What follows belongs to an exercise in optimizing a design on an open flow for small area and a short achievable clock period; a production flow would make more cautious choices.
Function was checked by simulation only, so behaviour that the tests miss may differ from the original.
Power is estimated from default activity; no workload was simulated.

==> module wbsel10, before the edit <==
module wbsel10(
    input [9:0] s,
    input [7:0] d,
    input pn,
    input gn,
    output y
    );
    assign y = |(s[9:2] & d) | (s[1] & ~pn) | (s[0] & ~gn);
endmodule
==> module wbsel12, before the edit <==
module wbsel12(
    input [11:0] s,
    input [9:0] d,
    input pn,
    input gn,
    output y
    );
    assign y = |(s[11:2] & d) | (s[1] & ~pn) | (s[0] & ~gn);
endmodule
==> module cpu, before the edit <==
module cpu (
    input clk,
    input reset,
    output [31:0] iaddr,
    input [31:0] idata,
    output [31:0] daddr,
    input [31:0] drdata,
    output [31:0] dwdata,
    output [3:0] dwe
);
    wire [6:0] op = idata[6:0];
    wire [2:0] f3 = idata[14:12];
    wire is_load   = ~op[6] & ~op[5] & ~op[4];
    wire is_store  = ~op[6] &  op[5] & ~op[4];
    wire is_branch =  op[6] & ~op[2];
    wire is_jal    =  op[6] &  op[3];
    wire is_jalr   =  op[6] &  op[2] & ~op[3];
    wire is_lui    = ~op[6] &  op[5] &  op[2];
    wire is_auipc  = ~op[6] & ~op[5] &  op[2];
    wire regwrite  = ~is_branch & ~is_store;
    wire s = idata[31];
    wire [31:0] imm_i  = {{20{s}}, idata[31:20]};
    wire [31:0] imm_ls = {{20{s}}, idata[31:25], is_store ? idata[11:7] : idata[24:20]};
    wire [31:0] imm_u  = {idata[31:12], 12'b0};
    wire [31:0] imm_b  = {{20{s}}, idata[7], idata[30:25], idata[11:8], 1'b0};
    wire [31:0] imm_j  = {{12{s}}, idata[19:12], idata[20], idata[30:21], 1'b0};
    wire [31:0] imm_pc = op[6] ? (op[2] ? imm_j : imm_b) : imm_u;    
    reg [31:1] pc;
    assign iaddr = {pc, 1'b0};
    wire [31:0] rv1, rv2;
    wire [31:0] wdata;
    registers REGISTERS(
        .clk(clk), .rs1(idata[19:15]), .rs2(idata[24:20]), .rd(idata[11:7]),
        .we(regwrite), .wdata(wdata), .rv1(rv1), .rv2(rv2)
    );
    wire [31:0] agu;
    ksadd AGU(.a(rv1), .b(imm_ls), .y(agu));
    assign daddr = agu;
    wire [31:0] a = rv1;
    wire [31:0] b = op[5] ? rv2 : imm_i;
    wire sub = op[6] | (~f3[2] & f3[1]) | ((f3 == 3'b000) & op[5] & idata[30]);
    wire [32:0] sum;
    wire [31:0] gn, pn, x;
    ksaddc ADDSUB(.a(a), .b(b ^ {32{sub}}), .cin(sub), .y(sum[31:0]), .cout(sum[32]),
                  .gn(gn), .pn(pn), .x(x));
    wire eq  = &x;               
    wire ltu = ~sum[32];
    wire lt  = (a[31] ^ b[31]) ? a[31] : sum[31];
    wire [31:0] sh, srev;
    shifter SHIFT(.a(a), .left(~f3[2]), .sh(b[4:0]), .f(idata[30] & a[31]), .y(sh));
    genvar i;
    generate
        for (i = 0; i < 32; i = i + 1) begin : g_rev
            assign srev[i] = sh[31 - i];
        end
    endgenerate
    wire [31:0] pc4 = {pc[31:2] + 30'd1, pc[1], 1'b0};
    wire [31:0] pcimm = {pc, 1'b0} + imm_pc;
    wire taken = (f3[2] ? (f3[1] ? ltu : lt) : eq) ^ f3[0];
    wire [31:0] npc = is_jalr ? agu : ((is_jal | (is_branch & taken)) ? pcimm : pc4);
    always @(posedge clk) begin
        if (reset) pc <= 31'b0;
        else pc <= npc[31:1];
    end
    wire [1:0] ea = agu[1:0];
    wire [7:0] lb = ea[1] ? (ea[0] ? drdata[31:24] : drdata[23:16])
                          : (ea[0] ? drdata[15:8]  : drdata[7:0]);
    wire [15:0] lh = ea[1] ? drdata[31:16] : drdata[15:0];
    wire hmis = f3[0] & ea[0];
    wire lsign = ~f3[2] & ~hmis & (f3[0] ? lh[15] : lb[7]);
    wire [31:0] ld;
    assign ld[7:0]   = f3[1] ? drdata[7:0]   : (f3[0] ? (hmis ? 8'b0 : lh[7:0])  : lb);
    assign ld[15:8]  = f3[1] ? drdata[15:8]  : (f3[0] ? (hmis ? 8'b0 : lh[15:8]) : {8{lsign}});
    assign ld[31:16] = f3[1] ? drdata[31:16] : {16{lsign}};
    wire is_op = ~op[6] & op[4] & ~op[2];    
    wire [7:0] opsel = {8{is_op}} & (8'b1 << f3);
    wire [11:0] wsel = {opsel[3], opsel[2],                        
                        is_load, is_lui, is_auipc, op[6],          
                        opsel[0], opsel[1], opsel[5], opsel[4], opsel[6], opsel[7]};
    genvar k;
    generate
        for (k = 0; k < 32; k = k + 1) begin : g_wb
            if (k == 0) begin : g_b0
                wbsel12 W(.s(wsel), .d({ltu, lt, ld[k], imm_u[k], pcimm[k], pc4[k],
                          sum[k], srev[k], sh[k], x[k]}), .pn(pn[k]), .gn(gn[k]), .y(wdata[k]));
            end else begin : g_bn
                wbsel10 W(.s(wsel[9:0]), .d({ld[k], imm_u[k], pcimm[k], pc4[k],
                          sum[k], srev[k], sh[k], x[k]}), .pn(pn[k]), .gn(gn[k]), .y(wdata[k]));
            end
        end
    endgenerate
    assign dwdata[7:0]   = rv2[7:0];
    assign dwdata[15:8]  = (f3[1:0] == 2'b00) ? rv2[7:0] : rv2[15:8];
    assign dwdata[23:16] = f3[1] ? rv2[23:16] : rv2[7:0];
    assign dwdata[31:24] = f3[1] ? rv2[31:24] : (f3[0] ? rv2[15:8] : rv2[7:0]);
    wire a0 = (ea == 2'b00);
    assign dwe[0] = is_store & a0;
    assign dwe[1] = is_store & ((f3[1] | f3[0]) ? a0 : (ea == 2'b01));
    assign dwe[2] = is_store & (f3[1] ? a0 : (ea == 2'b10));
    assign dwe[3] = is_store & (f3[1] ? a0 : (f3[0] ? (ea == 2'b10) : (ea == 2'b11)));
endmodule
clock: 15.0 ns
lec_check: 0
abc_clock_period_in_ps: 10000
cap_margin: 10
core_margin: 2
core_utilization: 40
cts_buf_list: sky130_fd_sc_hd__clkbuf_8
cts_cluster_size: 20
slew_margin: 10
synth_hierarchical: 1
standard.sh (not shown) runs the stock make flow with config.mk's settings and CLKGATE_MAP_FILE= SYNTH_SCRIPT=/design/flow/synth_recipe.tcl, a recipe that flattens the netlist after the stock synthesis.
==> flow/flow/run.sh <==
#!/bin/bash
# Layout flow: the standard ORFS flow (standard.sh, unchanged synthesis,
# floorplan, power grid, placement, CTS and routing), run with a larger setup
# repair margin so that timing repair keeps improving the critical paths, and
# with buf_2 cells as the port buffers. The make output goes to orfs_make.log;
# each ORFS step keeps its own log under orfs/logs/.
set -euo pipefail
bash standard.sh \
    SETUP_SLACK_MARGIN=5.5 \
    "BUFFER_PORTS_ARGS=-buffer_cell sky130_fd_sc_hd__buf_2" \
    finish > orfs_make.log 2>&1
==> next run, changes <==
--- a/flow/design.v
+++ b/flow/design.v
@@ -148,30 +148,12 @@
         end
     endgenerate
 endmodule
 module mux2ig(input a, input b, input s, output y);
     assign y = ~(s ? b : a);
 endmodule
-module wbsel10(
-    input [9:0] s,
-    input [7:0] d,
-    input pn,
-    input gn,
-    output y
-    );
-    assign y = |(s[9:2] & d) | (s[1] & ~pn) | (s[0] & ~gn);
-endmodule
-module wbsel12(
-    input [11:0] s,
-    input [9:0] d,
-    input pn,
-    input gn,
-    output y
-    );
-    assign y = |(s[11:2] & d) | (s[1] & ~pn) | (s[0] & ~gn);
-endmodule
 module registers(
     input clk,
     input [4:0] rs1,
     input [4:0] rs2,
     input [4:0] rd,
     input we,
@@ -295,13 +277,13 @@
     wire [31:0] imm_b  = {{20{s}}, idata[7], idata[30:25], idata[11:8], 1'b0};
     wire [31:0] imm_j  = {{12{s}}, idata[19:12], idata[20], idata[30:21], 1'b0};
     wire [31:0] imm_pc = op[6] ? (op[2] ? imm_j : imm_b) : imm_u;    
     reg [31:1] pc;
     assign iaddr = {pc, 1'b0};
     wire [31:0] rv1, rv2;
-    wire [31:0] wdata;
+    reg [31:0] wdata;
     registers REGISTERS(
         .clk(clk), .rs1(idata[19:15]), .rs2(idata[24:20]), .rd(idata[11:7]),
         .we(regwrite), .wdata(wdata), .rv1(rv1), .rv2(rv2)
     );
     wire [31:0] agu;
     ksadd AGU(.a(rv1), .b(imm_ls), .y(agu));
@@ -321,12 +303,25 @@
     genvar i;
     generate
         for (i = 0; i < 32; i = i + 1) begin : g_rev
             assign srev[i] = sh[31 - i];
         end
     endgenerate
+    reg [31:0] aluout;
+    always @(*) begin
+        case (f3)
+            3'b000: aluout = sum[31:0];
+            3'b001: aluout = srev;
+            3'b010: aluout = {31'b0, lt};
+            3'b011: aluout = {31'b0, ltu};
+            3'b100: aluout = x;
+            3'b101: aluout = sh;
+            3'b110: aluout = ~pn;
+            default: aluout = ~gn;
+        endcase
+    end
     wire [31:0] pc4 = {pc[31:2] + 30'd1, pc[1], 1'b0};
     wire [31:0] pcimm = {pc, 1'b0} + imm_pc;
     wire taken = (f3[2] ? (f3[1] ? ltu : lt) : eq) ^ f3[0];
     wire [31:0] npc = is_jalr ? agu : ((is_jal | (is_branch & taken)) ? pcimm : pc4);
     always @(posedge clk) begin
         if (reset) pc <= 31'b0;
@@ -339,29 +334,19 @@
     wire hmis = f3[0] & ea[0];
     wire lsign = ~f3[2] & ~hmis & (f3[0] ? lh[15] : lb[7]);
     wire [31:0] ld;
     assign ld[7:0]   = f3[1] ? drdata[7:0]   : (f3[0] ? (hmis ? 8'b0 : lh[7:0])  : lb);
     assign ld[15:8]  = f3[1] ? drdata[15:8]  : (f3[0] ? (hmis ? 8'b0 : lh[15:8]) : {8{lsign}});
     assign ld[31:16] = f3[1] ? drdata[31:16] : {16{lsign}};
-    wire is_op = ~op[6] & op[4] & ~op[2];    
-    wire [7:0] opsel = {8{is_op}} & (8'b1 << f3);
-    wire [11:0] wsel = {opsel[3], opsel[2],                        
-                        is_load, is_lui, is_auipc, op[6],          
-                        opsel[0], opsel[1], opsel[5], opsel[4], opsel[6], opsel[7]};
-    genvar k;
-    generate
-        for (k = 0; k < 32; k = k + 1) begin : g_wb
-            if (k == 0) begin : g_b0
-                wbsel12 W(.s(wsel), .d({ltu, lt, ld[k], imm_u[k], pcimm[k], pc4[k],
-                          sum[k], srev[k], sh[k], x[k]}), .pn(pn[k]), .gn(gn[k]), .y(wdata[k]));
-            end else begin : g_bn
-                wbsel10 W(.s(wsel[9:0]), .d({ld[k], imm_u[k], pcimm[k], pc4[k],
-                          sum[k], srev[k], sh[k], x[k]}), .pn(pn[k]), .gn(gn[k]), .y(wdata[k]));
-            end
-        end
-    endgenerate
+    always @(*) begin
+        if (is_load) wdata = ld;
+        else if (is_lui) wdata = imm_u;
+        else if (is_auipc) wdata = pcimm;
+        else if (op[6]) wdata = pc4;           
+        else wdata = aluout;
+    end
     assign dwdata[7:0]   = rv2[7:0];
     assign dwdata[15:8]  = (f3[1:0] == 2'b00) ? rv2[7:0] : rv2[15:8];
     assign dwdata[23:16] = f3[1] ? rv2[23:16] : rv2[7:0];
     assign dwdata[31:24] = f3[1] ? rv2[31:24] : (f3[0] ? rv2[15:8] : rv2[7:0]);
     wire a0 = (ea == 2'b00);
     assign dwe[0] = is_store & a0;
Synthesized cell count rises by 2.7%.
Setup slack improved by 110 ps.
Wire length falls by 5.1%.
First-iteration DRC count rises by 7.9%.
Die area rises by 0.99%.
Area after synthesis rises by 1.0%.
Cell count rises by 0.84%.
Sequential share of layout area is about the same.
Design area is about the same.
Total power rises by 3.0%.
Flip-flop and latch count stays the same.
Sequential power rises by about 3%.
Utilization falls by 0.48 points.
Clock skew rises by 20 ps.

-- separate check: timing with driven ports --
How much do the figures lean on ideal ports? The routed layouts below were timed once more, with nothing changed but the port constraints.
Step 1 (the two cells are an assumption about what drives the block):
set clk [get_ports {clk}]
set_driving_cell -lib_cell sky130_fd_sc_hd__clkbuf_16 $clk
set_driving_cell -lib_cell sky130_fd_sc_hd__buf_2 [delete_from_list [all_inputs] $clk]
Step 2 moves the port delays by t, midway between the first and last clock arrival at a register: inputs arrive t later, outputs are due t later. That takes back most of the time a late clock gives input paths.
Three values: ideal ports, drivers, drivers and shift; two values: the first two.
run	shift t [ns]	setup slack, ns	clock arrival spread, ns	slew at the worst register clock pin (ns)	worst slew at a driven data input, ns
the first run	1.019	5.261 / 5.236 / 4.389	0.050 / 0.050	0.09 / 0.09	0.10
the second run	1.023	5.371 / 5.302 / 4.400	0.069 / 0.070	0.07 / 0.07	0.16
After both steps every run listed still meets setup and hold. For the second run, which loses most, drivers alone change the setup slack by -0.069 ns; drivers and shift together by -0.971 ns.
